Context: an optimization exercise on an open-source flow, tuned for small area. The choices shown serve that exercise and are no tape-out recipe.
The RTL was checked by simulation tests, not by an equivalence proof against the original design.
No activity file was given, so power comes from the tool's default toggle rates.

--- run.sh ---
#!/bin/bash
# synth_recipe.tcl (not shown) runs the flow's synth.tcl, then flattens the netlist and writes it again
# the make line also repeats each setting of config.mk as NAME=value (left out here)
make -C /OpenROAD-flow-scripts/flow DESIGN_CONFIG=/design/flow/config.mk WORK_HOME=/design/flow/orfs CLKGATE_MAP_FILE= SYNTH_SCRIPT=/design/flow/synth_recipe.tcl finish
--- config.mk ---
export PLATFORM = sky130hd
export DESIGN_NAME = uart_caesar_decoder
export DESIGN_NICKNAME = uart_caesar_decoder
export VERILOG_FILES = /design/flow/design.v
export SDC_FILE = /design/flow/constraint.sdc
export NUM_CORES = 8
export LEC_CHECK = 0
export CAP_MARGIN = 30
export CORE_MARGIN = 2
export CORE_UTILIZATION = 30
export SLEW_MARGIN = 20
--- constraint.sdc ---
create_clock -name core_clock -period 20.0 [get_ports {clk}]
set_input_delay 4.0000 -clock core_clock [delete_from_list [all_inputs] [get_ports {clk}]]
set_output_delay 4.0000 -clock core_clock [all_outputs]
set_load 0.01 [all_outputs]
--- design.v ---
module uart_rx #(parameter CLK_FREQ = 50000000, parameter BAUD_RATE = 9600)(
    input wire clk, rst_n, rx,
    output reg [7:0] rx_data,
    output reg rx_ready,
    input wire rx_ack
);
    localparam integer CLKS_PER_BIT = CLK_FREQ / BAUD_RATE;
    localparam integer HALF_BIT = CLKS_PER_BIT / 2;
    reg [15:0] clk_count;
    reg [3:0] bit_index;
    reg [7:0] data_buffer;
    reg rx_reg, rx_sync;
    reg [1:0] state;
    localparam IDLE=0, START=1, DATA=2, STOP=3;
    always @(posedge clk or negedge rst_n) begin
        if (!rst_n) begin
            rx_ready <= 0;
            state <= IDLE;
            clk_count <= 0;
            bit_index <= 0;
        end else begin
            rx_sync <= rx;
            rx_reg <= rx_sync;
            if (rx_ack) rx_ready <= 0;
            case(state)
                IDLE: begin
                    if (!rx_reg) begin
                        state <= START;
                        clk_count <= 0;
                    end
                end
                START: begin
                    if (clk_count == HALF_BIT) begin
                        if (!rx_reg) begin
                            state <= DATA;
                            clk_count <= 0;
                            bit_index <= 0;
                        end else state <= IDLE;
                    end else clk_count <= clk_count + 1;
                end
                DATA: begin
                    if (clk_count == CLKS_PER_BIT-1) begin
                        clk_count <= 0;
                        data_buffer[bit_index] <= rx_reg;
                        if (bit_index == 7) state <= STOP;
                        bit_index <= bit_index + 1;
                    end else clk_count <= clk_count + 1;
                end
                STOP: begin
                    if (clk_count == CLKS_PER_BIT-1) begin
                        rx_data <= data_buffer;
                        rx_ready <= 1;
                        state <= IDLE;
                    end else clk_count <= clk_count + 1;
                end
            endcase
        end
    end
endmodule
module uart_tx #(parameter CLK_FREQ = 50000000, parameter BAUD_RATE = 9600)(
    input wire clk, rst_n,
    output reg tx,
    input wire [7:0] tx_data,
    input wire tx_start,
    output reg tx_busy
);
    localparam integer CLKS_PER_BIT = CLK_FREQ / BAUD_RATE;
    reg [15:0] clk_count;
    reg [3:0] bit_index;
    reg [9:0] tx_shift;
    always @(posedge clk or negedge rst_n) begin
        if (!rst_n) begin
            tx <= 1;
            tx_busy <= 0;
        end else begin
            if (tx_start && !tx_busy) begin
                tx_shift <= {1'b1, tx_data, 1'b0};
                tx_busy <= 1;
                bit_index <= 0;
                clk_count <= 0;
            end else if (tx_busy) begin
                if (clk_count == CLKS_PER_BIT-1) begin
                    clk_count <= 0;
                    tx <= tx_shift[bit_index];
                    bit_index <= bit_index + 1;
                    if (bit_index == 9) tx_busy <= 0;
                end else clk_count <= clk_count + 1;
            end
        end
    end
endmodule
module uart_caesar_decoder (
    input  wire       clk,         
    input  wire       rst_n,       
    input  wire       uart_rx,     
    output wire       uart_tx,     
    output reg [3:0]  leds         
);
    parameter CLK_FREQ  = 50000000;  
    parameter BAUD_RATE = 1000000;
    wire        rx_ready;
    wire [7:0]  rx_data;
    reg         rx_ack;
    reg         tx_start;
    reg  [7:0]  tx_data;
    wire        tx_busy;
    uart_rx #(
        .CLK_FREQ(CLK_FREQ),
        .BAUD_RATE(BAUD_RATE)
    ) uart_receiver (
        .clk(clk),
        .rst_n(rst_n),
        .rx(uart_rx),
        .rx_data(rx_data),
        .rx_ready(rx_ready),
        .rx_ack(rx_ack)
    );
    uart_tx #(
        .CLK_FREQ(CLK_FREQ),
        .BAUD_RATE(BAUD_RATE)
    ) uart_transmitter (
        .clk(clk),
        .rst_n(rst_n),
        .tx(uart_tx),
        .tx_data(tx_data),
        .tx_start(tx_start),
        .tx_busy(tx_busy)
    );
    localparam S_WAIT_SHIFT = 0;
    localparam S_WAIT_MSG   = 1;
    localparam S_DECODE     = 2;
    localparam S_SEND       = 3;
    reg [1:0] state;
    reg [7:0] shift;
    reg [7:0] message[0:63];  
    reg [6:0] msg_index;
    reg       overflow_flag;
    reg [6:0] decode_index;   
    reg [6:0] send_index;     
    reg signed [8:0] tmp;     
    reg [25:0] blink_counter;
    always @(posedge clk or negedge rst_n) begin
        if (!rst_n) begin
            state <= S_WAIT_SHIFT;
            shift <= 0;
            msg_index <= 0;
            rx_ack <= 0;
            tx_start <= 0;
            overflow_flag <= 0;
            decode_index <= 0;
            send_index <= 0;
            leds <= 4'b0000;
            blink_counter <= 0;
        end else begin
            rx_ack   <= 0;
            tx_start <= 0;
            blink_counter <= blink_counter + 1;
            case (state)
                S_WAIT_SHIFT: begin
                    leds <= 4'b0000;  
                    if (rx_ready && !rx_ack) begin
                        if (rx_data >= "0" && rx_data <= "9")
                            shift <= rx_data - "0";
                        else
                            shift <= rx_data;
                        rx_ack <= 1;
                        msg_index <= 0;
                        overflow_flag <= 0;
                        state <= S_WAIT_MSG;
                    end
                end
                S_WAIT_MSG: begin
                    leds <= (4'b0001 << blink_counter[21:20]);
                    if (rx_ready && !rx_ack) begin
                        rx_ack <= 1;
                        if (rx_data == 8'h0A) begin  
                            decode_index <= 0;
                            state <= S_DECODE;
                        end else begin
                            if (msg_index < 64) begin
                                message[msg_index] <= rx_data;
                                msg_index <= msg_index + 1;
                            end else begin
                                overflow_flag <= 1;  
                            end
                        end
                    end
                end
                S_DECODE: begin
                    leds <= (4'b0001 << blink_counter[21:20]);
                    if (!overflow_flag && decode_index < msg_index && decode_index < 64) begin
                        if (message[decode_index] >= "A" && message[decode_index] <= "Z") begin
                            tmp = message[decode_index] - "A" - shift;
                            if (tmp < 0)
                                tmp = tmp + 26;
                            message[decode_index] <= tmp + "A";
                        end else if (message[decode_index] >= "a" && message[decode_index] <= "z") begin
                            tmp = message[decode_index] - "a" - shift;
                            if (tmp < 0)
                                tmp = tmp + 26;
                            message[decode_index] <= tmp + "a";
                        end
                        decode_index <= decode_index + 1;
                    end else begin
                        send_index <= 0;
                        state <= S_SEND;
                    end
                end
                S_SEND: begin
                    leds <= (4'b0001 << blink_counter[21:20]);
                    if (!tx_busy && !tx_start) begin
                        if (overflow_flag) begin
                            if (send_index == 0) begin
                                tx_data <= "!";
                                tx_start <= 1;
                                send_index <= 1;
                            end else begin
                                tx_data <= 8'h0A;  
                                tx_start <= 1;
                                state <= S_WAIT_SHIFT;
                            end
                        end else begin
                            if (send_index < msg_index) begin
                                tx_data <= message[send_index];
                                tx_start <= 1;
                                send_index <= send_index + 1;
                            end else begin
                                tx_data <= 8'h0A;  
                                tx_start <= 1;
                                state <= S_WAIT_SHIFT;
                            end
                        end
                    end
                end
            endcase
        end
    end
endmodule
==> results.txt, run 1 <==
minimum clock period 8.429 ns; max incr delay on CP 0.87 ns; CTS resizes 0; Critical Path AT 8.78 ns; cell family with the largest share of critical-path delay simple AND/OR/NAND/NOR gates; commonest non-fill, non-tap cell in the layout edfxtp_1; Pwr Density 171.5 mW/mm2; Area Growth Syn to Fin 17.67%; relative slew slack 17.02%; Critical-path top delay cell dfrtp_2; TritonCTS Buffers 74; grt ovf 0; Worst-Margin Slew 1.235 ns; postcts setup bufs 0; Synth Register Bits 651; CP Class register to register; vias in the first global route 28.50k; drt drc 0; Startpoint Class register; Rows 122; max-cap violation count 0; Fmax 118.6 MHz; full die area 0.1150 mm2; via count 31.03k; Top Registers message (512), blink_counter (22); # clock sinks 651; YS warnings 4; Distinct cells, synth 83; Setup-failing EPs final 0; crit-path cells buf_4, and2_2, buf_4, a21oi_1, o2111ai_1, or3_1, mux2i_1, inv_1, ha_1, ha_1, or3_1, a2111o_1, nand3_1, and2_1, xnor2_1, ha_1, and2_1, nor3_1, a41oi_1, xnor2_1, mux2i_1, a21oi_4, buf_4; static leakage 12.78 nW; Worst Hold Class register to register; crit path max fanout 64; setup total negative slack 0 ns; maximum root-to-sink buffer count 3; initial antenna violation count 13; CTS H-tree lvls 3; Final Max Tran Viols 0; final hold violation count 0; Worst-path clk slew 0.06 ns; nets 3087; Largest register FFs 512; Post-DP HPWL 123200 um; Synth Instances 2940; CTS tree yes; number of vias per cell 6.773; post-route ant nets 0; Syn Nets 3010; crit path capture type register; outcome timing/DRC/antenna clean; worst hold margin 0.4155 ns; RSZ-0062 raised after global routing false; Worst IR Drop VDD 0.1672 mV; Placer Congestion 1.109; CP Data Required Time 20.36 ns; first-pass iteration count of the detailed router 10; layout cells sized above 1 16.07%; Critical path buffers and inverters 4; Worst-Skew Late Latency 0.69 ns; EDFF count, synth 566; Worst Skew 0.04782 ns; GRT Resource Usage Total 30.99%; fillers 10.87k; Reg with most FFs message; sequential fraction of the synthesis area 56.79%; core box area 0.1110 mm2; Initial Utilization 30.35%; synthesized cell area 0.03368 mm2; clock root buffer clkbuf_16; async set-or-reset flop fraction in the synthesized netlist 13.06%; largest net degree at the start of global routing 70; # IOs 8; initial drt markers 6481; Die X 339.1 um; Post-CTS Hold Buffers 0; prevailing post-synth register cell edfxtp_1; Total Routed Length 182900 um; first-pass GRT wire length 244900 um; DIE HEIGHT 339.1 um; syn_area_per_cell 11.46 um2; # port buffers 7; crit share post-route 42.14%; Wirelength per Cell 39.91 um; most frequent cells in the layout 566 x edfxtp_1, 362 x nand3_1, 190 x nand2_1
## cells in the mapped netlist, drive strengths merged, types with 9 or more instances
cell / n / share of area [%]
edfxtp: 566 / 50
nand3: 363 / 5.4
nand2: 190 / 2.1
nor2: 162 / 1.8
a22oi: 133 / 3.0
nand4: 127 / 2.4
clkbuf: 119 / 1.3
a21oi: 113 / 1.7
a22o: 90 / 2.3
dfrtp: 84 / 6.2
o21ai: 84 / 1.2
a221oi: 75 / 2.1
buf: 72 / 1.1
inv: 69 / 0.77
ha: 66 / 2.5
a211oi: 58 / 2.1
xnor2: 50 / 1.3
and3: 49 / 0.91
nor3: 44 / 0.65
nor4: 32 / 0.64
mux2i: 27 / 0.80
and2: 25 / 0.46
mux2: 24 / 0.80
nor2b: 23 / 0.43
xor2: 23 / 0.60
a31oi: 22 / 0.41
a21o: 19 / 0.42
o211ai: 17 / 0.42
and3b: 16 / 0.42
nand2b: 16 / 0.30
a222oi: 15 / 0.45
a32oi: 15 / 0.39
nand3b: 13 / 0.29
or3: 13 / 0.24
o31ai: 12 / 0.27
a2111oi: 9 / 0.35
or4: 9 / 0.21
## where the power goes
| group | switching [mW] | internal, mW | leakage, nW |
|---|---|---|---|
| clock | 0.606 | 0.772 | 1.15 |
| combinational | 2.06 | 0.767 | 5.70 |
| sequential | 0.274 | 2.32 | 5.94 |
| total | 2.94 | 3.86 | 12.8 |
## layer usage
metal | GRT usage [%] | vias up | routed length, um
met5 | 1.000 | - | 344
met4 | 21.68 | 13 | 16820
met3 | 15.78 | 933 | 29460
met2 | 42.56 | 3026 | 72450
met1 | 37.17 | 15300 | 63780
li1 | - | 11760 | -
## stage by stage
step           total power, mW  utilization, %  worst slack, ns  cell area [um2]  std cells
2_1_floorplan            3.990               -            12.11            33680       2940
3_3_place_gp             5.248           33.04            11.67            36660       4391
3_5_place_dp             5.284           33.36            11.86            37020       4417
4_1_cts                  6.646           35.51            11.83            39410       4551
5_1_grt                  6.965           35.67            11.32            39580       4563
6_report                 6.796           35.71            11.57            39630       4582
## logic make-up (layout without fill, tap and decap cells)
family / Yosys count / after routing / synth area share (%)
simple gates: 1120 / 1120 / 17.25
compound gates: 713 / 713 / 16.49
flops: 651 / 651 / 56.79
buf+inv: 262 / 397 / 3.262
xor+xnor: 74 / 74 / 1.965
fa+ha+maj: 67 / 67 / 2.511
mux: 53 / 53 / 1.739
other cells: 0 / 19 / 0
## layout make-up
class | instances | area [um2] | share of cell area, %
Clock inverter | 49 | 471.7 | 1.190
Tap cell | 1488 | 1862 | 4.698
Antenna cell | 19 | 47.55 | 0.1200
Timing Repair Buffer | 192 | 1668 | 4.209
Multi-Input combinational cell | 2027 | 14270 | 36.01
Sequential cell | 651 | 19130 | 48.27
Clock buffer | 85 | 1914 | 4.831
Inverter | 71 | 266.5 | 0.6725
## worst register-to-register path, cell delays in order, from the launching register on
cell       delay, ns
dfrtp_2         0.87
buf_4           0.62
and2_2          0.46
buf_4           0.70
a21oi_1         0.09
o2111ai_1       0.42
or3_1           0.54
mux2i_1         0.56
inv_1           0.14
ha_1            0.32
ha_1            0.20
or3_1           0.39
a2111o_1        0.31
nand3_1         0.13
and2_1          0.38
xnor2_1         0.18
ha_1            0.25
and2_1          0.18
nor3_1          0.06
a41oi_1         0.22
xnor2_1         0.14
mux2i_1         0.13
a21oi_4         0.18
buf_4           0.53
## path summary, 6_finish.rpt
kind | endpoint | start | depth (start not counted) | slack [ns]
min reg2reg | uart_transmitter.tx_shift[3] | tx_data[2] | 0 | 0.42
max reg2reg | message[36][4] | decode_index[3] | 23 | 11.57
max | message[36][4] | decode_index[3] | 23 | 11.57
min | uart_transmitter.tx_shift[3] | tx_data[2] | 0 | 0.42
min in group asynchronous | leds[0] | rst_n | 2 | 3.56
max in group asynchronous | uart_receiver.clk_count[5] | rst_n | 3 | 15.47
==> run 2, diff against run 1 <==
==> design.v (replaced) <==
module uart_rx #(parameter CLK_FREQ = 50000000, parameter BAUD_RATE = 9600)(
    input  wire       clk, rst_n, rx,
    output reg  [7:0] data,
    output wire       done
);
    localparam integer CLKS_PER_BIT = CLK_FREQ / BAUD_RATE;
    localparam integer HALF_BIT = CLKS_PER_BIT / 2;
    localparam IDLE=0, START=1, DATA=2, STOP=3;
    reg       rx_sync, rx_reg;
    reg [1:0] state;
    reg [5:0] cnt;
    reg [2:0] bit_index;
    wire last = (cnt == CLKS_PER_BIT-1);
    assign done = (state == STOP) && last;
    always @(posedge clk) begin
        rx_sync <= rx;
        rx_reg  <= rx_sync;
    end
    always @(posedge clk) begin
        if (state == DATA && last) data <= {rx_reg, data[7:1]};
    end
    always @(posedge clk or negedge rst_n) begin
        if (!rst_n) begin
            state <= IDLE;
            bit_index <= 0;
        end else begin
            case (state)
                IDLE:  if (!rx_reg) state <= START;
                START: if (cnt == HALF_BIT) state <= rx_reg ? IDLE : DATA;
                DATA:  if (last) begin
                           bit_index <= bit_index + 1;
                           if (bit_index == 7) state <= STOP;
                       end
                STOP:  if (last) state <= IDLE;
            endcase
        end
    end
    always @(posedge clk) begin
        if (state == IDLE || (state == START && cnt == HALF_BIT) || last) cnt <= 0;
        else cnt <= cnt + 1;
    end
endmodule
module uart_tx #(parameter CLK_FREQ = 50000000, parameter BAUD_RATE = 9600)(
    input  wire       clk, rst_n,
    output wire       tx,
    input  wire [7:0] data,
    input  wire       start,
    output wire       idle
);
    localparam integer CLKS_PER_BIT = CLK_FREQ / BAUD_RATE;
    reg [5:0] cnt;
    reg [3:0] bit_index;    
    wire last = (cnt == CLKS_PER_BIT-1);
    assign idle = (bit_index == 10);
    assign tx = !(bit_index == 1 || (bit_index >= 2 && bit_index <= 9 && !data[bit_index-2]));
    always @(posedge clk or negedge rst_n) begin
        if (!rst_n) bit_index <= 10;
        else if (start) bit_index <= 15;
        else if (bit_index == 15) bit_index <= 0;
        else if (bit_index != 10 && last) bit_index <= bit_index + 1;
    end
    always @(posedge clk) begin
        if (bit_index == 15 || last) cnt <= 0;
        else cnt <= cnt + 1;
    end
endmodule
module uart_caesar_decoder (
    input  wire       clk,         
    input  wire       rst_n,       
    input  wire       uart_rx,     
    output wire       uart_tx,     
    output wire [3:0] leds         
);
    parameter CLK_FREQ  = 50000000;  
    parameter BAUD_RATE = 1000000;
    wire [7:0] rx_data;
    wire       rx_done;
    wire       tx_idle;
    reg  [7:0] tx_data;
    wire       issue;
    uart_rx #(.CLK_FREQ(CLK_FREQ), .BAUD_RATE(BAUD_RATE)) uart_receiver (
        .clk(clk), .rst_n(rst_n), .rx(uart_rx), .data(rx_data), .done(rx_done));
    uart_tx #(.CLK_FREQ(CLK_FREQ), .BAUD_RATE(BAUD_RATE)) uart_transmitter (
        .clk(clk), .rst_n(rst_n), .tx(uart_tx), .data(tx_data), .start(issue), .idle(tx_idle));
    localparam S_WAIT_SHIFT = 0;
    localparam S_WAIT_MSG   = 1;
    localparam S_DECODE     = 2;
    localparam S_SEND       = 3;
    reg  [1:0] state;
    reg        avail;         
    reg  [7:0] shift;
    reg  [6:0] msg_len;
    reg  [6:0] index;
    reg        overflow_flag;
    reg        active;        
    reg [21:0] blink;
    always @(posedge clk or negedge rst_n)
        if (!rst_n) blink <= 22'h3fffff;
        else        blink <= blink + 1;
    assign leds = active ? (4'b0001 << blink[21:20]) : 4'b0000;
    reg  [511:0] ring;
    wire         slot = (blink[5:0] == index[5:0]);
    wire [4:0] low   = rx_data[4:0];
    wire       alpha = (rx_data[7:6] == 2'b01) && (low != 0) && (low <= 26);
    wire [7:0] dec   = alpha ? (rx_data - shift + ((low <= shift) ? 8'd26 : 8'd0)) : rx_data;
    wire is_digit = (rx_data >= "0" && rx_data <= "9");
    wire newline  = (rx_data == 8'h0A);
    wire write = (state == S_WAIT_MSG) && avail && !newline && !msg_len[6] && slot;
    wire take  = ((state == S_WAIT_SHIFT) && avail) ||
                 ((state == S_WAIT_MSG) && avail && (newline || msg_len[6] || slot));
    assign issue = (state == S_SEND) && tx_idle;
    always @(posedge clk)
        ring <= {ring[503:0], write ? dec : ring[511:504]};
    always @(posedge clk or negedge rst_n) begin
        if (!rst_n) begin
            state  <= S_WAIT_SHIFT;
            avail  <= 0;
            active <= 0;
        end else begin
            active <= (state != S_WAIT_SHIFT);
            if (take) avail <= 0;
            else if (rx_done) avail <= 1;
            case (state)
                S_WAIT_SHIFT: if (avail) state <= S_WAIT_MSG;
                S_WAIT_MSG:   if (avail && newline) state <= S_DECODE;
                S_DECODE:     if (overflow_flag || index == msg_len) state <= S_SEND;
                S_SEND:       if (tx_idle && (overflow_flag ? index != 0 : index == msg_len))
                                  state <= S_WAIT_SHIFT;
            endcase
        end
    end
    always @(posedge clk) begin
        if (rx_done && (state == S_DECODE || state == S_SEND || (state == S_WAIT_SHIFT && !avail)))
            shift <= is_digit ? {4'd0, rx_data[3:0]} : rx_data;
        case (state)
            S_WAIT_SHIFT: begin
                msg_len <= 0;
                index <= 0;
                overflow_flag <= 0;
            end
            S_WAIT_MSG: begin
                if (avail) begin
                    if (newline) index <= 0;
                    else if (msg_len[6]) overflow_flag <= 1;
                    else if (slot) begin
                        msg_len <= msg_len + 1;
                        index <= index + 1;
                    end
                end
            end
            S_DECODE: begin
                if (overflow_flag || index == msg_len) index <= 0;
                else index <= index + 1;
            end
            S_SEND: begin
                if (tx_idle) begin
                    if (overflow_flag) index <= 1;
                    else if (index != msg_len) index <= index + 1;
                end
            end
        endcase
        if (issue) begin
            if (overflow_flag) tx_data <= (index == 0) ? "!" : 8'h0A;
            else if (index == msg_len) tx_data <= 8'h0A;
        end else if (state == S_SEND && !overflow_flag && index != 0 && slot)
            tx_data <= ring[7:0];
    end
endmodule
--- a/config.mk
+++ b/config.mk
@@ -9,3 +9,5 @@
 export CORE_MARGIN = 2
 export CORE_UTILIZATION = 30
+export CTS_CLUSTER_DIAMETER = 100
+export CTS_CLUSTER_SIZE = 30
 export SLEW_MARGIN = 20
==> results.txt, run 2 <==
cell family with the largest share of critical-path delay buffers and inverters (was simple AND/OR/NAND/NOR gates); commonest non-fill, non-tap cell in the layout dfxtp_1 (was edfxtp_1); Synth area leaders dfxtp_1 69%, edfxtp_1 7.7%, dfstp_2 4.2% (was edfxtp_1 50%, dfrtp_1 6.2%, nand3_1 5.4%); worst hold margin 0.3224 ns (was 0.4155 ns); Worst-Skew Late Latency 0.55 ns (was 0.69 ns); top cells by count, synth 526 x dfxtp_1, 53 x nor2_1, 39 x edfxtp_1, 38 x xnor2_1, 36 x nand2_1 (was 566 x edfxtp_1, 363 x nand3_1, 190 x nand2_1, 162 x nor2_1, 133 x a22oi_1); Switch Pwr 0.3901 mW (was 2.938 mW); # IOs 8 (unchanged); # port buffers 7 (unchanged); full die area 0.05236 mm2 (was 0.1150 mm2); CP Class register to output pin (was register to register); Critical-path top delay cell dfstp_2 (was dfrtp_2); R2R Path Start uart_receiver.data[2] (was decode_index[3]); relative slew slack 40.33% (was 17.02%); Worst IR Drop VDD 0.06845 mV (was 0.1672 mV); Worst-path clk slew 0.11 ns (was 0.06 ns); postcts setup bufs 0 (unchanged); crit path from uart_transmitter.bit_index[1] (was decode_index[3]); initial drt markers 435 (was 6481); switching share of power 20.91% (was 43.24%); clock root buffer clkbuf_16 (unchanged); synthesized cell area 0.01516 mm2 (was 0.03368 mm2); most repeated library cell on the critical path o21ai_0; post-route ant nets 0 (unchanged); TritonCTS Buffers 23 (was 74); prevailing post-synth register cell dfxtp_1 (was edfxtp_1); CTS H-tree lvls 1 (was 3); Rows 82 (was 122); total power 1.865 mW (was 6.796 mW); static leakage 6.433 nW (was 12.78 nW); via count 6238 (was 31.03k); Worst Skew 0.01282 ns (was 0.04782 ns); reg2reg setup slack 15.86 ns (was 11.57 ns); most frequent cell after synthesis dfxtp_1 (was edfxtp_1); initial antenna violation count 0 (was 13); outcome timing/DRC/antenna clean (unchanged); Largest register FFs 512 (unchanged); crit share post-route 34.48% (was 42.14%); number of vias per cell 3.713 (was 6.773); Top Registers ring (512), blink (22) (was message (512), blink_counter (22)); post-synth top area share 69.44% (was 50.47%); Worst-Margin Slew 0.8918 ns (was 1.235 ns); grt ovf 0 (unchanged); Clock power frac 28.8% (was 20.3%); DIE HEIGHT 228.8 um (was 339.1 um); post-route cell area 0.01664 mm2 (was 0.03963 mm2); Reg with most FFs ring (was message); path depth of the worst reg2reg path 13 (was 23); EDFF count, synth 39 (was 566); final hold violation count 0 (unchanged); CTS resizes 0 (unchanged); drt drc 0 (unchanged); Initial Utilization 30.29% (was 30.35%); Wirelength per Cell 10.58 um (was 39.91 um); Seq pwr share 66.9% (was 38.1%); most frequent cells in the layout 526 x dfxtp_1, 53 x nor2_1, 39 x edfxtp_1 (was 566 x edfxtp_1, 362 x nand3_1, 190 x nand2_1); CP Depth 8 (was 23); minimum clock period 6.896 ns (was 8.429 ns); # clock sinks 600 (was 651); setup total negative slack 0 ns (unchanged); # diodes 0 (was 19); Final Max Tran Viols 0 (unchanged); Worst Hold Class register to register (unchanged); largest net degree at the start of global routing 36 (was 70); Critical Path AT 2.90 ns (was 8.78 ns); sequential fraction of the synthesis area 83.14% (was 56.79%); Internal Power 1.475 mW (was 3.857 mW); async set-or-reset flop fraction in the synthesized netlist 5.833% (was 13.06%); Total Routed Length 17770 um (was 182900 um); WHS Path Cells 0 (unchanged); Placer Congestion 0.7922 (was 1.109); CP Data Required Time 16.00 ns (was 20.36 ns); Placed Area 0.01603 mm2 (was 0.03702 mm2); Post-DP HPWL 10270 um (was 123200 um); Syn Nets 1021 (was 3010); largest area contributor in the netlist dfxtp_1 (was edfxtp_1); Fmax 145.0 MHz (was 118.6 MHz); layout cells sized above 1 6.250% (was 16.07%); crit path max fanout 7 (was 64); GRT Resource Usage Total 7.002% (was 30.99%); maximum root-to-sink buffer count 3 (unchanged); Comb pwr share 4.3% (was 41.6%); RSZ-0062 raised after global routing false (unchanged); max incr delay on CP 0.61 ns (was 0.87 ns); vias in the first global route 6190 (was 28.50k); first-pass GRT wire length 30890 um (was 244900 um); Pwr Density 112.1 mW/mm2 (was 171.5 mW/mm2); Area Growth Syn to Fin 9.720% (was 17.67%); crit-path cells inv_1, ha_1, mux4_2, o21ai_0, o21ai_0, a21oi_1, a31oi_1, clkdlybuf4s50_1 (was buf_4, and2_2, buf_4, a21oi_1, o2111ai_1, or3_1, mux2i_1, inv_1, ha_1, ha_1, or3_1, a2111o_1, nand3_1, and2_1, xnor2_1, ha_1, and2_1, nor3_1, a41oi_1, xnor2_1, mux2i_1, a21oi_4, buf_4); nets 1045 (was 3087); YS warnings 3 (was 4); CTS tree yes (unchanged); Startpoint Class register (unchanged); Synth Register Bits 600 (was 651); first-pass iteration count of the detailed router 6 (was 10); Synth Instances 980 (was 2940); core box area 0.05007 mm2 (was 0.1110 mm2); Post-CTS Hold Buffers 0 (unchanged); Distinct cells, synth 54 (was 83); crit path capture type output pin (was register); reg2reg end ring[7] (was message[36][4]); max-cap violation count 0 (unchanged); crit path to uart_tx (was message[36][4]); Setup-failing EPs final 0 (unchanged); Critical path buffers and inverters 2 (was 4); Die X 228.8 um (was 339.1 um); syn_area_per_cell 15.47 um2 (was 11.46 um2)
==> run 2: cell types whose count changed after synthesis, sizes merged, moves of 120 or more <==
| cell | change |
|---|---|
| a22oi | -133 |
| dfxtp | +526 |
| edfxtp | -527 |
| nand2 | -153 |
| nand3 | -347 |
| nand4 | -120 |
==> run 2: area by class of cell <==
class,count,area [um2]
inverter,33,123.9
clock buffer,28,594.3
timing repair buffer,9,85.08
clock inverter,1,8.758
multi-input combinational,337,2379
fill,4893,33430
sequential,600,12610
tap,672,840.8
==> run 2: worst min path at each step <==
| stage | start | to | slack [ns] |
|---|---|---|---|
| detailed placement | ring[96] | ring[104] | 0.31 |
| floorplan | ring[92] | ring[100] | 0.31 |
| global placement | ring[495] | ring[503] | 0.31 |
| global route | ring[23] | ring[31] | 0.33 |
| CTS | ring[503] | ring[511] | 0.33 |
| finish | ring[503] | ring[511] | 0.32 |
==> run 2: stage by stage <==
stage	std cells	setup slack, ns	utilization (%)
after floorplan	980	14.36	-
after global placement	1650	13.75	32.01
after detailed placement	1650	13.73	32.01
after CTS	1679	13.09	33.22
after global routing	1680	12.92	33.23
final	1680	13.10	33.23
==> run 2: power groups by stage <==
stage	registers, mW	logic (mW)	clock network, mW
after global routing	1.25	0.0931	0.606
after detailed placement	1.28	0.0798	0
after floorplan	1.27	0.0702	0
after CTS	1.25	0.0813	0.566
final	1.25	0.0797	0.537
after global placement	1.28	0.0782	0
==> run 2: kinds of logic after synthesis <==
group | count (synthesis) | synth area share, %
flip-flops | 600 | 83.14
AND/OR/NAND/NOR | 161 | 5.355
AO/OA/AOI/OAI | 68 | 2.648
XOR/XNOR | 60 | 3.465
buffers and inverters | 43 | 1.180
adder cells (fa/ha/maj) | 38 | 3.333
multiplexers | 10 | 0.8828
==> run 2: layer usage <==
layer	up-vias	wire length, um	GRT usage, %
li1	3207	-	-
met1	2961	9711	10.32
met2	44	7082	10.14
met3	26	580	1.659
met4	0	396	2.070
met5	-	0	0
==> run 3, diff against run 2 <==
--- a/config.mk
+++ b/config.mk
@@ -9,5 +9,4 @@
 export CORE_MARGIN = 2
 export CORE_UTILIZATION = 30
-export CTS_CLUSTER_DIAMETER = 100
-export CTS_CLUSTER_SIZE = 30
+export CTS_BUF_LIST = sky130_fd_sc_hd__clkbuf_8
 export SLEW_MARGIN = 20
==> results.txt, run 3 <==
drt drc 0 (unchanged); CP Class register to output pin (unchanged); # clock sinks 600 (unchanged); Distinct cells, synth 54 (unchanged); Post-CTS Hold Buffers 0 (unchanged); Final WS setup 13.08 ns (was 13.10 ns); Worst Skew 0.01713 ns (was 0.01282 ns); layer with the highest usage met2 (was met1); most frequent cell after synthesis dfxtp_1 (unchanged); grt met2 use 10.49% (was 10.14%); Setup-failing EPs final 0 (unchanged); fillers 4828 (was 4893); prevailing post-synth register cell dfxtp_1 (unchanged); Synth Register Bits 600 (unchanged); outcome timing/DRC/antenna clean (unchanged); Wirelength per Cell 10.54 um (was 10.58 um); post-route cell area 0.01777 mm2 (was 0.01664 mm2); Worst-path clk slew 0.06 ns (was 0.11 ns); maximum root-to-sink buffer count 3 (unchanged); crit path capture type output pin (unchanged); Startpoint Class register (unchanged); max-cap violation count 0 (unchanged); met1 Resource Use GR 10.45% (was 10.32%); relative slew slack 39.42% (was 40.33%); initial drt markers 333 (was 435); most frequent cells in the layout 526 x dfxtp_1, 106 x clkbuf_8, 58 x inv_1 (was 526 x dfxtp_1, 53 x nor2_1, 39 x edfxtp_1); # IOs 8 (unchanged); CTS H-tree lvls 3 (was 1); first-pass GRT wire length 32950 um (was 30890 um); DP Worst Slack 13.73 ns (unchanged); Worst-Margin Slew 0.9053 ns (was 0.8918 ns); clock root buffer clkbuf_8 (was clkbuf_16); Critical-path top delay cell dfstp_2 (unchanged); Initial Utilization 30.29% (unchanged); Layout Utilization 35.49% (was 33.23%); # diodes 0 (unchanged); cell family with the largest share of critical-path delay buffers and inverters (unchanged); total power 2.263 mW (was 1.865 mW); number of vias per cell 3.710 (was 3.713); placed cell count 1650 (unchanged); Synth Instances 980 (unchanged); CTS resizes 0 (unchanged); layout cells sized above 1 14.53% (was 6.250%); path depth of the worst reg2reg path 13 (unchanged); Largest register FFs 512 (unchanged); worst hold margin 0.3134 ns (was 0.3224 ns); Layout Cells excl Fill 1801 (was 1680); Placer Congestion 0.7922 (unchanged); Reg with most FFs ring (unchanged); CTS tree yes (unchanged); Worst IR Drop VDD 0.03875 mV (was 0.06845 mV); Area Growth Syn to Fin 17.18% (was 9.720%); M3 GR Usage 2.695% (was 1.659%); crit share post-route 34.62% (was 34.48%); CP Data Required Time 16.00 ns (about the same); static leakage 7.138 nW (was 6.433 nW); synthesized cell area 0.01516 mm2 (unchanged); Syn Nets 1021 (unchanged); setup total negative slack 0 ns (unchanged); GRT Resource Usage Total 7.654% (was 7.002%); grt ovf 0 (unchanged); initial antenna violation count 0 (unchanged); full die area 0.05236 mm2 (unchanged); final hold violation count 0 (unchanged); YS warnings 3 (unchanged); minimum clock period 6.925 ns (was 6.896 ns); RSZ-0062 raised after global routing false (unchanged); Top Registers ring (512), blink (22) (unchanged); Fmax 144.4 MHz (was 145.0 MHz); DIE HEIGHT 228.8 um (unchanged); most repeated library cell on the critical path o21ai_0 (unchanged); Critical path buffers and inverters 2 (unchanged); Die X 228.8 um (unchanged); core box area 0.05007 mm2 (unchanged); Total Routed Length 18990 um (was 17770 um); Pwr Density 127.3 mW/mm2 (was 112.1 mW/mm2); largest area contributor in the netlist dfxtp_1 (unchanged); syn_area_per_cell 15.47 um2 (unchanged); Post-DP HPWL 10270 um (unchanged); vias in the first global route 6877 (was 6190); Worst Hold Class register to register (unchanged); largest net degree at the start of global routing 36 (unchanged); Worst-Skew Late Latency 0.61 ns (was 0.55 ns); Placed Area 0.01603 mm2 (unchanged); post-route ant nets 0 (unchanged); TritonCTS Buffers 85 (was 23); crit path max fanout 7 (unchanged); Rows 82 (unchanged); Critical Path AT 2.92 ns (was 2.90 ns); nets 1107 (was 1045); CP Depth 8 (unchanged); via count 6682 (was 6238); Synth area leaders dfxtp_1 69%, edfxtp_1 7.7%, dfstp_2 4.2% (unchanged); postcts setup bufs 0 (unchanged); sequential fraction of the synthesis area 83.14% (unchanged); top cells by count, synth 526 x dfxtp_1, 53 x nor2_1, 39 x edfxtp_1, 38 x xnor2_1, 36 x nand2_1 (unchanged); crit-path cells inv_1, ha_1, mux4_2, o21ai_0, o21ai_0, a21oi_1, a31oi_1, clkdlybuf4s50_1 (unchanged); post-synth top area share 69.44% (unchanged); max incr delay on CP 0.59 ns (was 0.61 ns); commonest non-fill, non-tap cell in the layout dfxtp_1 (unchanged); first-pass iteration count of the detailed router 4 (was 6); EDFF count, synth 39 (unchanged); async set-or-reset flop fraction in the synthesized netlist 5.833% (unchanged); WHS Path Cells 0 (unchanged); Final Max Tran Viols 0 (unchanged); # port buffers 7 (unchanged)
## run 3: cell types whose count changed in the layout (fill, tap and decap cells not counted)
cell | previous run | this run
clkbuf_8 | 0 | 106
inv_1 | 33 | 58
clkbuf_16 | 23 | 0
clkinv_2 | 0 | 12
clkbuf_1 | 5 | 0
bufinv_16 | 0 | 2
clkinv_8 | 0 | 2
inv_6 | 1 | 2
inv_8 | 0 | 1
## run 3: per-layer routing
| layer | wire length (um) | vias up |
|---|---|---|
| met4 | 470 | 0 |
| met2 | 7640 | 87 |
| li1 | - | 3386 |
| met3 | 768 | 40 |
| met1 | 10110 | 3169 |
| met5 | 0 | - |
## run 3: cell type report
type                       instances  area, um2  area share [%]
tap                              672      840.8           4.732
sequential                       600      12610           70.95
clock inverter                    44      275.3           1.549
inverter                          33      123.9          0.6971
timing repair buffer               9      85.08          0.4788
clock buffer                     106       1459           8.210
multi-input combinational        337       2379           13.39
## run 3: path summary, 6_finish.rpt
path                                                from                            end  slack [ns]
setup / recovery           uart_transmitter.bit_index[1]                        uart_tx       13.08
hold / removal                                  ring[88]                       ring[96]        0.31
setup reg to reg                   uart_receiver.data[2]                        ring[7]       15.82
hold reg to reg                                 ring[88]                       ring[96]        0.31
max in group asynchronous                          rst_n  uart_transmitter.bit_index[3]       15.84
min in group asynchronous                          rst_n                         active        3.81
## run 3: cell families after synthesis
logic type | count (synthesis) | synth area share, %
AO/OA/AOI/OAI | 68 | 2.648
XOR/XNOR | 60 | 3.465
adder cells (fa/ha/maj) | 38 | 3.333
buffers and inverters | 43 | 1.180
flip-flops | 600 | 83.14
multiplexers | 10 | 0.8828
AND/OR/NAND/NOR | 161 | 5.355
## run 3: power by group
part | switching (mW) | internal [mW]
Clock | 0.425 | 0.507
Combinational | 0.0443 | 0.0353
Sequential | 0.0220 | 1.23
Total | 0.492 | 1.77
==> run 4, diff against run 3 <==
--- a/config.mk
+++ b/config.mk
@@ -9,4 +9,4 @@
 export CORE_MARGIN = 2
 export CORE_UTILIZATION = 30
-export CTS_BUF_LIST = sky130_fd_sc_hd__clkbuf_8
+export CTS_BUF_LIST = sky130_fd_sc_hd__clkbuf_4
 export SLEW_MARGIN = 20
==> results.txt, run 4 <==
outcome timing/DRC/antenna clean (unchanged); Die X 228.8 um (unchanged); initial antenna violation count 1 (was 0); Internal Power 1.798 mW (was 1.771 mW); most frequent cells in the layout 526 x dfxtp_1, 217 x clkbuf_4, 53 x nor2_1 (was 526 x dfxtp_1, 106 x clkbuf_8, 58 x inv_1); drt drc 0 (unchanged); nets 1162 (was 1107); most frequent cell after synthesis dfxtp_1 (unchanged); first-pass GRT wire length 34570 um (was 32950 um); layout cells sized above 1 22.28% (was 14.53%); Top Layer Used met4 (unchanged); Setup-failing EPs final 0 (unchanged); Final Max Tran Viols 0 (unchanged); core box area 0.05007 mm2 (unchanged); met1 WL 10090 um (was 10110 um); relative slew slack 40.58% (was 39.42%); Syn Nets 1021 (unchanged); YS warnings 3 (unchanged); CTS resizes 0 (unchanged); # IOs 8 (unchanged); number of vias per cell 3.695 (was 3.710); Area Growth Syn to Fin 18.04% (was 17.18%); WL met2 7865 um (was 7640 um); GRT Resource Usage Total 8.061% (was 7.654%); sequential fraction of the synthesis area 83.14% (unchanged); setup total negative slack 0 ns (unchanged); Worst IR Drop VDD 0.04320 mV (was 0.03875 mV); EDFF count, synth 39 (unchanged); TritonCTS Buffers 140 (was 85); Placer Congestion 0.7922 (unchanged); Layout Cells excl Fill 1903 (was 1801); Worst Skew 0.04678 ns (was 0.01713 ns); Distinct cells, synth 54 (unchanged); synthesized cell area 0.01516 mm2 (unchanged); Synth Instances 980 (unchanged); Seq pwr share 54.2% (was 55.3%); reg2reg setup slack 15.88 ns (was 15.82 ns); maximum root-to-sink buffer count 3 (unchanged); crit path capture type output pin (unchanged); first-pass iteration count of the detailed router 4 (unchanged); post-synth top area share 69.44% (unchanged); largest net degree at the start of global routing 36 (unchanged); Clock power frac 42.3% (was 41.2%); # port buffers 7 (unchanged); largest area contributor in the netlist dfxtp_1 (unchanged); Rows 82 (unchanged); commonest non-fill, non-tap cell in the layout dfxtp_1 (unchanged); postcts setup bufs 0 (unchanged); WHS Path Cells 0 (unchanged); Top Registers ring (512), blink (22) (unchanged); Initial Utilization 30.29% (unchanged); initial drt markers 331 (was 333); CP Data Required Time 16.00 ns (about the same); Worst-path clk slew 0.06 ns (about the same); Wirelength per Cell 10.28 um (was 10.54 um); Synth area leaders dfxtp_1 69%, edfxtp_1 7.7%, dfstp_2 4.2% (unchanged); R2R Path Start uart_receiver.data[2] (unchanged); Worst-Skew Late Latency 0.80 ns (was 0.61 ns); async set-or-reset flop fraction in the synthesized netlist 5.833% (unchanged); reg2reg end ring[7] (unchanged); post-route ant nets 0 (unchanged); Worst-Margin Slew 0.8880 ns (was 0.9053 ns); via count 7032 (was 6682); final hold violation count 0 (unchanged); Worst Hold Class register to register (unchanged); syn_area_per_cell 15.47 um2 (unchanged); Post-CTS Hold Buffers 0 (unchanged); static leakage 7.246 nW (was 7.138 nW); max-cap violation count 0 (unchanged); vias in the first global route 7417 (was 6877); top cells by count, synth 526 x dfxtp_1, 53 x nor2_1, 39 x edfxtp_1, 38 x xnor2_1, 36 x nand2_1 (unchanged); CTS tree yes (unchanged); prevailing post-synth register cell dfxtp_1 (unchanged); CTS H-tree lvls 4 (was 3); full die area 0.05236 mm2 (unchanged); met3 WL 1028 um (was 768 um); minimum clock period 7.103 ns (was 6.925 ns); DIE HEIGHT 228.8 um (unchanged); Post-DP HPWL 10270 um (unchanged); Comb pwr share 3.4% (was 3.5%); Critical Path AT 3.10 ns (was 2.92 ns); clock root buffer clkbuf_4 (was clkbuf_8); Largest register FFs 512 (unchanged); # clock sinks 600 (unchanged); CP Class register to output pin (unchanged); Pwr Density 128.7 mW/mm2 (was 127.3 mW/mm2); grt ovf 0 (unchanged); Startpoint Class register (unchanged); Switch Pwr 0.5058 mW (was 0.4917 mW); hold endpoint ring[46] (was ring[96]); RSZ-0062 raised after global routing false (unchanged); crit path max fanout 7 (unchanged); path depth of the worst reg2reg path 13 (unchanged); crit share post-route 35.52% (was 34.62%); Reg with most FFs ring (unchanged); Total Routed Length 19570 um (was 18990 um); placed cell count 1650 (unchanged); worst hold start ring[38] (was ring[88]); switching share of power 21.96% (was 21.73%); Synth Register Bits 600 (unchanged); Fmax 140.8 MHz (was 144.4 MHz)
## run 4: cell counts after synthesis
Identical to the previous run, type by type.
## run 4: per-stage QoR
stage          hold WS (ns)  area [um2]  setup WS (ns)  util [%]  total power, mW
3_3_place_gp         0.3119       16030          13.75     32.01            1.353
5_1_grt              0.3000       17900          12.66     35.75            2.433
6_report             0.2962       17900          12.90     35.75            2.303
4_1_cts              0.2892       17890          12.83     35.73            2.351
3_5_place_dp         0.3121       16030          13.73     32.01            1.356
2_1_floorplan        0.3096       15160          14.36         -            1.338
## run 4: how the worst max path moves through the flow
stage / cells past startpoint / start / endpoint / slack, ns
5_1_grt: 8 / uart_transmitter.bit_index[1] / uart_tx / 12.66
3_3_place_gp: 8 / uart_transmitter.bit_index[1] / uart_tx / 13.75
3_5_place_dp: 8 / uart_transmitter.bit_index[1] / uart_tx / 13.73
4_1_cts: 8 / uart_transmitter.bit_index[1] / uart_tx / 12.83
2_1_floorplan: 7 / uart_transmitter.bit_index[1] / uart_tx / 14.36
6_report: 8 / uart_transmitter.bit_index[1] / uart_tx / 12.90
## run 4: per-layer routing
layer / up-vias / GRT usage (%)
met4: 0 / 5.032
met3: 62 / 3.767
li1: 3574 / -
met5: - / 0
met2: 107 / 10.80
met1: 3289 / 10.39
## run 4: cell families after synthesis
logic type	Yosys count	synth area share [%]
buf+inv	43	1.180
fa+ha+maj	38	3.333
xor+xnor	60	3.465
mux	10	0.8828
simple gates	161	5.355
compound gates	68	2.648
flops	600	83.14
## run 4: power groups by stage
stage / clock network (mW) / registers [mW] / logic, mW
CTS: 1.02 / 1.25 / 0.0811
floorplan: 0 / 1.27 / 0.0702
global placement: 0 / 1.28 / 0.0782
finish: 0.975 / 1.25 / 0.0795
detailed placement: 0 / 1.28 / 0.0798
global route: 1.09 / 1.25 / 0.0933
## run 4: area by class of cell
| type | instances | area (um2) |
|---|---|---|
| clock inverters | 34 | 232.7 |
| fillers | 4912 | 32170 |
| multi-input cells | 337 | 2379 |
| repair buffers | 9 | 85.08 |
| clock buffers | 217 | 1629 |
| inverters | 33 | 123.9 |
| flip-flops and latches | 600 | 12610 |
| diodes | 1 | 2.502 |
| well taps | 672 | 840.8 |
## run 4: worst max-delay path, cell delays in order (launching register included)
cell	delay [ns]
dfstp_2	0.59
inv_1	0.09
ha_1	0.32
mux4_2	0.21
o21ai_0	0.07
o21ai_0	0.19
a21oi_1	0.11
a31oi_1	0.17
clkdlybuf4s50_1	0.56
==> run 5, diff against run 4 <==
--- a/config.mk
+++ b/config.mk
@@ -8,5 +8,5 @@
 export CAP_MARGIN = 30
 export CORE_MARGIN = 2
-export CORE_UTILIZATION = 30
-export CTS_BUF_LIST = sky130_fd_sc_hd__clkbuf_4
+export CORE_UTILIZATION = 60
+export PLACE_DENSITY = 0.8
 export SLEW_MARGIN = 20
==> results.txt, run 5 <==
async set-or-reset flop fraction in the synthesized netlist 5.833% (unchanged); Startpoint Class register (unchanged); crit path capture type output pin (unchanged); Worst IR Drop VDD 0.08958 mV (was 0.04320 mV); max-cap violation count 0 (unchanged); CP Class register to output pin (unchanged); TritonCTS Buffers 52 (was 140); crit-path cells inv_1, ha_1, mux4_2, o21ai_0, o21ai_0, a21oi_1, a31oi_1, clkdlybuf4s50_1 (unchanged); clock root buffer clkbuf_16 (was clkbuf_4); Worst-path clk slew 0.07 ns (was 0.06 ns); Rows 58 (was 82); Synth Instances 980 (unchanged); outcome timing/DRC/antenna clean (unchanged); post-route ant nets 0 (unchanged); Placed Area 0.01561 mm2 (was 0.01603 mm2); Internal Power 1.866 mW (was 1.798 mW); first-pass GRT wire length 35620 um (was 34570 um); Critical path buffers and inverters 2 (unchanged); layout cells sized above 1 11.97% (was 22.28%); largest area contributor in the netlist dfxtp_1 (unchanged); Wirelength per Cell 15.28 um (was 10.28 um); number of vias per cell 4.772 (was 3.695); Critical Path AT 2.84 ns (was 3.10 ns); full die area 0.02656 mm2 (was 0.05236 mm2); synthesized cell area 0.01516 mm2 (unchanged); Setup-failing EPs final 0 (unchanged); initial drt markers 323 (was 331); Worst-Skew Late Latency 0.56 ns (was 0.80 ns); minimum clock period 6.845 ns (was 7.103 ns); core box area 0.02496 mm2 (was 0.05007 mm2); XOR/XNOR share of the synthesized area 3.465% (unchanged); Critical-path top delay cell dfstp_2 (unchanged); Comb pwr share 3.3% (was 3.4%); Post-CTS Hold Buffers 0 (unchanged); postcts setup bufs 0 (unchanged); RSZ-0062 raised after global routing false (unchanged); grt ovf 0 (unchanged); Area Growth Syn to Fin 14.98% (was 18.04%); nets 1076 (was 1162); Worst Skew 0.01526 ns (was 0.04678 ns); prevailing post-synth register cell dfxtp_1 (unchanged); most frequent cell after synthesis dfxtp_1 (unchanged); sequential fraction of the synthesis area 83.14% (unchanged); final hold violation count 0 (unchanged); cell family with the largest share of critical-path delay buffers and inverters (unchanged); switching share of power 21.00% (was 21.96%); maximum root-to-sink buffer count 3 (unchanged); setup total negative slack 0 ns (unchanged); Top Registers ring (512), blink (22) (unchanged); Final Max Tran Viols 0 (unchanged); CP Data Required Time 16.00 ns (about the same); Post-Synth Simple-Gate Area 5.355% (unchanged); max incr delay on CP 0.59 ns (about the same); Compound-Gate Fraction of Synth Area 2.649% (unchanged); Switch Pwr 0.4962 mW (was 0.5058 mW); CTS resizes 0 (unchanged); Synth Register Bits 600 (unchanged); multiplexer area fraction after synthesis 0.8828% (unchanged); most repeated library cell on the critical path o21ai_0 (unchanged); EDFF count, synth 39 (unchanged); Synth area leaders dfxtp_1 69%, edfxtp_1 7.7%, dfstp_2 4.2% (unchanged); Largest register FFs 512 (unchanged); Initial Utilization 60.75% (was 30.29%); most frequent cells in the layout 526 x dfxtp_1, 53 x nor2_1, 53 x clkbuf_16 (was 526 x dfxtp_1, 217 x clkbuf_4, 53 x nor2_1); # IOs 8 (unchanged); Distinct cells, synth 54 (unchanged); Clock power frac 43.8% (was 42.3%); Seq pwr share 52.9% (was 54.2%); via count 6719 (was 7032); top cells by count, synth 526 x dfxtp_1, 53 x nor2_1, 39 x edfxtp_1, 38 x xnor2_1, 36 x nand2_1 (unchanged); Layout Cells excl Fill 1408 (was 1903); CTS H-tree lvls 2 (was 4); Total Routed Length 21510 um (was 19570 um); Die X 163.0 um (was 228.8 um); # diodes 0 (was 1); Syn Nets 1021 (unchanged); # clock sinks 600 (unchanged); largest net degree at the start of global routing 36 (unchanged); commonest non-fill, non-tap cell in the layout dfxtp_1 (unchanged); GRT Resource Usage Total 16.98% (was 8.061%); first-pass iteration count of the detailed router 5 (was 4); Worst-Margin Slew 0.8858 ns (was 0.8880 ns); CTS tree yes (unchanged); drt drc 0 (unchanged); Post-DP HPWL 10640 um (was 10270 um); vias in the first global route 6975 (was 7417); crit path max fanout 7 (unchanged); crit share post-route 34.22% (was 35.52%); post-synth top area share 69.44% (unchanged); initial antenna violation count 0 (was 1); relative slew slack 40.95% (was 40.58%); YS warnings 3 (unchanged); Placer Congestion 0.8119 (was 0.7922); placed cell count 1310 (was 1650); static leakage 7.032 nW (was 7.246 nW); # port buffers 7 (unchanged); Reg with most FFs ring (unchanged); largest family of logic cells by synthesized area simple AND/OR/NAND/NOR gates (unchanged); Synth Area in Adders 3.333% (unchanged); Worst Hold Class register to register (unchanged); post-route cell area 0.01744 mm2 (was 0.01790 mm2); syn_area_per_cell 15.47 um2 (unchanged); Fmax 146.1 MHz (was 140.8 MHz); Pwr Density 135.5 mW/mm2 (was 128.7 mW/mm2); DIE HEIGHT 163.0 um (was 228.8 um)
==> run 5: layer usage <==
metal  share of wire (%)  track usage [%]
met1                  47            23.18
met3                 4.4            3.667
met2                  46            27.06
met5                   0                0
met4                 2.6            6.195
==> run 5: power groups by stage <==
stage | registers (mW) | clock network (mW) | logic [mW]
6_report | 1.25 | 1.03 | 0.0791
5_1_grt | 1.25 | 1.10 | 0.0912
4_1_cts | 1.25 | 1.05 | 0.0805
3_5_place_dp | 1.28 | 0 | 0.0800
3_3_place_gp | 1.27 | 0 | 0.0776
2_1_floorplan | 1.27 | 0 | 0.0702
==> run 5: cell type report <==
type                            count  area [um2]
Sequential cell                   600       12610
Fill cell                        1601        7528
Multi-Input combinational cell    337        2379
Clock buffer                       71        1484
Tap cell                          330       412.9
Clock inverter                     26       331.6
Inverter                           33       123.9
Timing Repair Buffer               11       97.59
==> run 5: kinds of logic after synthesis <==
family,Yosys count
fa+ha+maj,38
xor+xnor,60
simple gates,161
compound gates,68
buf+inv,43
mux,10
flops,600
==> run 5: metrics by stage <==
| step | setup WS, ns | utilization (%) | hold slack [ns] | total power, mW |
|---|---|---|---|---|
| floorplan | 14.36 | - | 0.3096 | 1.338 |
| global placement | 13.77 | 62.49 | 0.3103 | 1.352 |
| detailed placement | 13.77 | 62.54 | 0.3121 | 1.355 |
| CTS | 13.16 | 69.81 | 0.3203 | 2.382 |
| global route | 13.06 | 69.84 | 0.3193 | 2.440 |
| finish | 13.16 | 69.84 | 0.3163 | 2.363 |
==> run 5: worst paths after layout <==
path                                               startpoint                            end  slack, ns  cells past startpoint
worst max-delay path            uart_transmitter.bit_index[1]                        uart_tx      13.16                      8
worst min-delay path                                ring[480]                      ring[488]       0.32                      0
worst max register to register          uart_receiver.data[1]                        ring[7]      15.42                     15
worst min register to register                      ring[480]                      ring[488]       0.32                      0
max in group asynchronous                               rst_n                       blink[0]      15.80                      2
min in group asynchronous                               rst_n  uart_transmitter.bit_index[2]       3.85                      2
==> run 5: worst register-to-register path, cell delays in order (launching register included) <==
cell and delay [ns]:
edfxtp_1 0.55, ha_1 0.40, a21o_1 0.19, a21o_1 0.18
a21oi_1 0.22, nor2b_1 0.07, o21ai_0 0.44, fa_1 0.52
ha_1 0.25, fa_1 0.46, a21o_1 0.19, a21oi_1 0.29
o21bai_1 0.11, a21oi_1 0.21, xnor2_1 0.13, o31ai_1 0.28
==> run 6, diff against run 5 <==
--- a/config.mk
+++ b/config.mk
@@ -9,4 +9,6 @@
 export CORE_MARGIN = 2
 export CORE_UTILIZATION = 60
+export CTS_CLUSTER_DIAMETER = 100
+export CTS_CLUSTER_SIZE = 30
 export PLACE_DENSITY = 0.8
 export SLEW_MARGIN = 20
==> results.txt, run 6 <==
prevailing post-synth register cell dfxtp_1 (unchanged); Pwr Density 114.8 mW/mm2 (was 135.5 mW/mm2); first-pass iteration count of the detailed router 5 (unchanged); Worst-path clk slew 0.11 ns (was 0.07 ns); initial antenna violation count 0 (unchanged); CTS H-tree lvls 1 (was 2); largest area contributor in the netlist dfxtp_1 (unchanged); clock root buffer clkbuf_16 (unchanged); Die X 163.0 um (unchanged); layout cells sized above 1 6.417% (was 11.97%); nets 1047 (was 1076); most frequent cells in the layout 526 x dfxtp_1, 53 x nor2_1, 39 x edfxtp_1 (was 526 x dfxtp_1, 53 x nor2_1, 53 x clkbuf_16); fillers 1731 (was 1601); number of vias per cell 4.701 (was 4.772); Reg with most FFs ring (unchanged); syn_area_per_cell 15.47 um2 (unchanged); reg2reg setup slack 15.80 ns (was 15.42 ns); Total Routed Length 18260 um (was 21510 um); first-pass GRT wire length 30660 um (was 35620 um); YS warnings 3 (unchanged); Worst IR Drop VDD 0.06417 mV (was 0.08958 mV); Worst-Skew Late Latency 0.55 ns (was 0.56 ns); Worst Hold Class register to register (unchanged); Final Max Tran Viols 0 (unchanged); full die area 0.02656 mm2 (unchanged); EDFF count, synth 39 (unchanged); minimum clock period 6.841 ns (was 6.845 ns); Placer Congestion 0.8119 (unchanged); Wirelength per Cell 13.60 um (was 15.28 um); via count 6314 (was 6719); async set-or-reset flop fraction in the synthesized netlist 5.833% (unchanged); # IOs 8 (unchanged); TritonCTS Buffers 23 (was 52); Distinct cells, synth 54 (unchanged); Synth Register Bits 600 (unchanged); core box area 0.02496 mm2 (unchanged); Post-Synth Simple-Gate Area 5.355% (unchanged); post-route ant nets 0 (unchanged); # diodes 0 (unchanged); maximum root-to-sink buffer count 3 (unchanged); total power 1.864 mW (was 2.363 mW); DP Worst Slack 13.77 ns (unchanged); grt ovf 0 (unchanged); hold endpoint ring[90] (was ring[488]); setup total negative slack 0 ns (unchanged); Initial Utilization 60.75% (unchanged); Synth Area in Adders 3.333% (unchanged); Syn Nets 1021 (unchanged); Final WS setup 13.16 ns (about the same); sequential fraction of the synthesis area 83.14% (unchanged); Placed Area 0.01561 mm2 (unchanged); Fmax 146.2 MHz (was 146.1 MHz); outcome timing/DRC/antenna clean (unchanged); path depth of the worst reg2reg path 15 (unchanged); final hold violation count 0 (unchanged); # clock sinks 600 (unchanged); Post-CTS Hold Buffers 0 (unchanged); Rows 58 (unchanged); static leakage 6.447 nW (was 7.032 nW); multiplexer area fraction after synthesis 0.8828% (unchanged); largest family of logic cells by synthesized area simple AND/OR/NAND/NOR gates (unchanged); worst hold start ring[82] (was ring[480]); vias in the first global route 6269 (was 6975); GRT Resource Usage Total 14.30% (was 16.98%); crit path capture type output pin (unchanged); most frequent cell after synthesis dfxtp_1 (unchanged); Compound-Gate Fraction of Synth Area 2.649% (unchanged); post-route cell area 0.01623 mm2 (was 0.01744 mm2); Synth area leaders dfxtp_1 69%, edfxtp_1 7.7%, dfstp_2 4.2% (unchanged); Layout Utilization 65.03% (was 69.84%); CP Class register to output pin (unchanged); top cells by count, synth 526 x dfxtp_1, 53 x nor2_1, 39 x edfxtp_1, 38 x xnor2_1, 36 x nand2_1 (unchanged); crit share post-route 34.21% (was 34.22%); largest net degree at the start of global routing 36 (unchanged); Area Growth Syn to Fin 7.054% (was 14.98%); crit path max fanout 7 (unchanged); XOR/XNOR share of the synthesized area 3.465% (unchanged); post-synth top area share 69.44% (unchanged); Startpoint Class register (unchanged); DIE HEIGHT 163.0 um (unchanged); Worst-Margin Slew 0.8670 ns (was 0.8858 ns); Critical Path AT 2.84 ns (about the same); reg2reg end ring[7] (unchanged); WHS Path Cells 0 (unchanged); synthesized cell area 0.01516 mm2 (unchanged); drt drc 0 (unchanged); Setup-failing EPs final 0 (unchanged); Worst Skew 0.01156 ns (was 0.01526 ns); relative slew slack 42.20% (was 40.95%); CP Data Required Time 16.00 ns (about the same); postcts setup bufs 0 (unchanged); RSZ-0062 raised after global routing false (unchanged); max-cap violation count 0 (unchanged); CTS resizes 0 (unchanged); Post-DP HPWL 10640 um (unchanged); CTS tree yes (unchanged); # port buffers 7 (unchanged); Synth Instances 980 (unchanged); commonest non-fill, non-tap cell in the layout dfxtp_1 (unchanged); R2R Path Start uart_receiver.data[1] (unchanged); Largest register FFs 512 (unchanged); initial drt markers 297 (was 323); Top Registers ring (512), blink (22) (unchanged)
## run 6: area by class of cell
cell class                 instances  area (um2)  share of cell area, %
tap                              330       412.9                  2.543
multi-input combinational        337        2379                  14.65
inverter                          33       123.9                 0.7630
sequential                       600       12610                  77.66
clock buffer                      31       605.6                  3.730
clock inverter                     1       8.758                0.05395
timing repair buffer              11       97.59                 0.6012
## run 6: power by group
part / switching [mW] / internal [mW]
Combinational: 0.0441 / 0.0354
Sequential: 0.0212 / 1.23
Clock: 0.321 / 0.215
## run 6: cells by family after synthesis
logic type               count (synthesis)
multiplexers                            10
XOR/XNOR                                60
adder cells (fa/ha/maj)                 38
buffers and inverters                   43
AND/OR/NAND/NOR                        161
flip-flops                             600
AO/OA/AOI/OAI                           68
## run 6: metal layers
metal  vias to the layer above  global-route usage (%)  wire [um]
met3                        27                   2.266        656
met4                         0                   3.942        340
met1                      2997                   21.58       9508
li1                       3202                       -          -
met2                        88                   21.73       7754
met5                         -                       0          0
## run 6: worst max-delay path: stages (launching register included)
cell and delay [ns]:
dfstp_2 0.61, inv_1 0.09, ha_1 0.34, mux4_2 0.24, o21ai_0 0.08, o21ai_0 0.15
a21oi_1 0.08, a31oi_1 0.14, clkdlybuf4s50_1 0.56
## run 6: metrics by stage
step,hold WS (ns),std cells
floorplan,0.3096,980
finish,0.3271,1343
global route,0.3295,1343
CTS,0.3310,1342
detailed placement,0.3121,1310
global placement,0.3103,1308
## run 6: worst max path at each step
stage / startpoint / endpoint / depth (start not counted)
finish: uart_transmitter.bit_index[1] / uart_tx / 8
global route: uart_transmitter.bit_index[1] / uart_tx / 8
CTS: uart_transmitter.bit_index[1] / uart_tx / 8
detailed placement: uart_transmitter.bit_index[1] / uart_tx / 8
global placement: uart_transmitter.bit_index[1] / uart_tx / 8
floorplan: uart_transmitter.bit_index[1] / uart_tx / 7
==> run 7, diff against run 6 <==
--- a/config.mk
+++ b/config.mk
@@ -8,7 +8,4 @@
 export CAP_MARGIN = 30
 export CORE_MARGIN = 2
-export CORE_UTILIZATION = 60
-export CTS_CLUSTER_DIAMETER = 100
-export CTS_CLUSTER_SIZE = 30
-export PLACE_DENSITY = 0.8
+export CORE_UTILIZATION = 30
 export SLEW_MARGIN = 20
==> results.txt, run 7 <==
final hold violation count 0 (unchanged); worst hold start ring[167] (was ring[82]); Placed Area 0.01603 mm2 (was 0.01561 mm2); reg2reg setup slack 15.89 ns (was 15.80 ns); Final Max Tran Viols 0 (unchanged); YS warnings 3 (unchanged); Worst Skew 0.01620 ns (was 0.01156 ns); Initial Utilization 30.29% (was 60.75%); hold endpoint ring[175] (was ring[90]); post-synth top area share 69.44% (unchanged); Wirelength per Cell 10.61 um (was 13.60 um); most frequent cell after synthesis dfxtp_1 (unchanged); nets 1075 (was 1047); CTS H-tree lvls 2 (was 1); Largest register FFs 512 (unchanged); most frequent cells in the layout 526 x dfxtp_1, 55 x clkbuf_16, 53 x nor2_1 (was 526 x dfxtp_1, 53 x nor2_1, 39 x edfxtp_1); grt ovf 0 (unchanged); met1 WL 9727 um (was 9508 um); maximum root-to-sink buffer count 3 (unchanged); Worst Hold Class register to register (unchanged); RSZ-0062 raised after global routing false (unchanged); Worst-path clk slew 0.06 ns (was 0.11 ns); reg2reg end ring[7] (unchanged); Syn Nets 1021 (unchanged); first-pass GRT wire length 32230 um (was 30660 um); path depth of the worst reg2reg path 13 (was 15); static leakage 7.087 nW (was 6.447 nW); WHS Path Cells 0 (unchanged); Worst IR Drop VDD 0.06667 mV (was 0.06417 mV); drt drc 0 (unchanged); first-pass iteration count of the detailed router 4 (was 5); Layout Utilization 35.85% (was 65.03%); max-cap violation count 0 (unchanged); Top Registers ring (512), blink (22) (unchanged); Startpoint Class register (unchanged); Die X 228.8 um (was 163.0 um); DIE HEIGHT 228.8 um (was 163.0 um); Synth Instances 980 (unchanged); Reg with most FFs ring (unchanged); post-route ant nets 0 (unchanged); CP Class register to output pin (unchanged); Worst-Margin Slew 0.8937 ns (was 0.8670 ns); clock root buffer clkbuf_16 (unchanged); Area Growth Syn to Fin 18.37% (was 7.054%); Reg area 0.01261 mm2 (unchanged); CP Data Required Time 16.00 ns (about the same); crit path max fanout 7 (unchanged); top cells by count, synth 526 x dfxtp_1, 53 x nor2_1, 39 x edfxtp_1, 38 x xnor2_1, 36 x nand2_1 (unchanged); initial drt markers 330 (was 297); async set-or-reset flop fraction in the synthesized netlist 5.833% (unchanged); EDFF count, synth 39 (unchanged); minimum clock period 6.882 ns (was 6.841 ns); initial antenna violation count 0 (unchanged); crit share post-route 34.41% (was 34.21%); sequential fraction of the synthesis area 83.14% (unchanged); vias in the first global route 6576 (was 6269); core box area 0.05007 mm2 (was 0.02496 mm2); via count 6501 (was 6314); Post-DP HPWL 10270 um (was 10640 um); CTS tree yes (unchanged); full die area 0.05236 mm2 (was 0.02656 mm2); # IOs 8 (unchanged); crit path capture type output pin (unchanged); met3 WL 861 um (was 656 um); TritonCTS Buffers 53 (was 23); outcome timing/DRC/antenna clean (unchanged); Fmax 145.3 MHz (was 146.2 MHz); number of vias per cell 3.726 (was 4.701); # clock sinks 600 (unchanged); Pwr Density 133.9 mW/mm2 (was 114.8 mW/mm2); Worst-Skew Late Latency 0.57 ns (was 0.55 ns); largest area contributor in the netlist dfxtp_1 (unchanged); Synth area leaders dfxtp_1 69%, edfxtp_1 7.7%, dfstp_2 4.2% (unchanged); R2R Path Start uart_receiver.data[2] (was uart_receiver.data[1]); Top Layer Used met4 (unchanged); total power 2.404 mW (was 1.864 mW); CTS resizes 0 (unchanged); Multi-input gate area 0.002379 mm2 (unchanged); Critical Path AT 2.88 ns (was 2.84 ns); Total Routed Length 18520 um (was 18260 um); GRT Resource Usage Total 7.395% (was 14.30%); Setup-failing EPs final 0 (unchanged); synthesized cell area 0.01516 mm2 (unchanged); relative slew slack 40.20% (was 42.20%); setup total negative slack 0 ns (unchanged); layout cells sized above 1 11.93% (was 6.417%); postcts setup bufs 0 (unchanged); post-route cell area 0.01795 mm2 (was 0.01623 mm2); Synth Register Bits 600 (unchanged); # diodes 0 (unchanged); fillers 4780 (was 1731); prevailing post-synth register cell dfxtp_1 (unchanged); syn_area_per_cell 15.47 um2 (unchanged); Placer Congestion 0.7922 (was 0.8119); Rows 82 (was 58); largest net degree at the start of global routing 36 (unchanged); WL met2 7390 um (was 7754 um); Distinct cells, synth 54 (unchanged); commonest non-fill, non-tap cell in the layout dfxtp_1 (unchanged); # port buffers 7 (unchanged); Post-CTS Hold Buffers 0 (unchanged)
[run 7: cell counts after synthesis]
No cell type changed its count.
[run 7: area by class of cell]
cell class                 instances  area share [%]
clock buffer                      71           8.616
clock inverter                    23           2.049
inverter                          33          0.6901
multi-input combinational        337           13.25
sequential                       600           70.24
tap                              672           4.684
timing repair buffer               9          0.4740
[run 7: logic make-up after synthesis]
kind of cell	share of synthesized area, %
muxes	0.8828
DFF	83.14
adders and majority gates	3.333
AOI/OAI and AO/OA	2.648
and+or+nand+nor	5.355
xor gates and xnor gates	3.465
buffers and inverters	1.180
[run 7: worst max-delay path by stage]
stage                                        from      end  slack, ns
global placement    uart_transmitter.bit_index[1]  uart_tx      13.75
floorplan           uart_transmitter.bit_index[1]  uart_tx      14.36
detailed placement  uart_transmitter.bit_index[1]  uart_tx      13.73
CTS                 uart_transmitter.bit_index[1]  uart_tx      13.11
finish              uart_transmitter.bit_index[1]  uart_tx      13.12
global route        uart_transmitter.bit_index[1]  uart_tx      12.95
[run 7: stage by stage]
step           std cells  worst slack [ns]  hold slack [ns]
3_3_place_gp        1650             13.75           0.3119
3_5_place_dp        1650             13.73           0.3121
6_report            1745             13.12           0.3179
5_1_grt             1745             12.95           0.3169
2_1_floorplan        980             14.36           0.3096
4_1_cts             1744             13.11           0.3180
[run 7: critical path: stages (launching register included)]
cell and delay (ns):
dfstp_2 0.59, inv_1 0.09, ha_1 0.32, mux4_2 0.21, o21ai_0 0.07, o21ai_0 0.19
a21oi_1 0.11, a31oi_1 0.17, clkdlybuf4s50_1 0.56
[run 7: per-layer routing]
layer,GRT usage (%),vias to the layer above
met5,0,-
met4,3.287,0
met3,2.146,46
met2,10.56,84
met1,10.34,3056
li1,-,3315
[run 7: report_power, final]
part           switching (mW)  internal [mW]
registers              0.0217           1.23
logic                  0.0439         0.0353
clock network           0.424          0.651
total                   0.489           1.91

-- static timing again, ports no longer ideal --
No port has a modelled driver above. Below, the same layouts with a new extraction and two added sets of constraints.
Step 1 (the two cells are an assumption about what drives the block):
set clk [get_ports {clk}]
set_driving_cell -lib_cell sky130_fd_sc_hd__clkbuf_16 $clk
set_driving_cell -lib_cell sky130_fd_sc_hd__buf_2 [delete_from_list [all_inputs] $clk]
Step 2, shift: input delay + t, output delay - t, t = (earliest + latest rising clock arrival at the registers) / 2. This alone moves slack from input paths to output paths.
Three values: no drivers, after step 1, after step 2; two values: the first two.
| run | t (ns) | setup WS [ns] | hold slack, ns | worst setup path after step 2 | pins driven straight from the clock port |
|---|---|---|---|---|---|
| run 1 | 0.738 | 11.571 / 11.571 / 11.571 | 0.416 / 0.416 / 0.416 | register to register | 1 |
| run 2 | 0.601 | 13.104 / 13.052 / 13.653 | 0.322 / 0.322 / 0.322 | register to output | 1 |
| run 3 | 0.652 | 13.075 / 13.028 / 13.680 | 0.313 / 0.313 / 0.313 | register to output | 1 |
| run 4 | 0.823 | 12.897 / 12.847 / 13.670 | 0.296 / 0.296 / 0.296 | register to output | 1 |
| run 5 | 0.595 | 13.155 / 13.109 / 13.704 | 0.316 / 0.316 / 0.316 | register to output | 1 |
| run 6 | 0.586 | 13.159 / 13.113 / 13.699 | 0.327 / 0.327 / 0.327 | register to output | 1 |
| run 7 | 0.611 | 13.118 / 13.065 / 13.676 | 0.318 / 0.318 / 0.318 | register to output | 1 |
After both steps setup and hold are still met in every run listed.
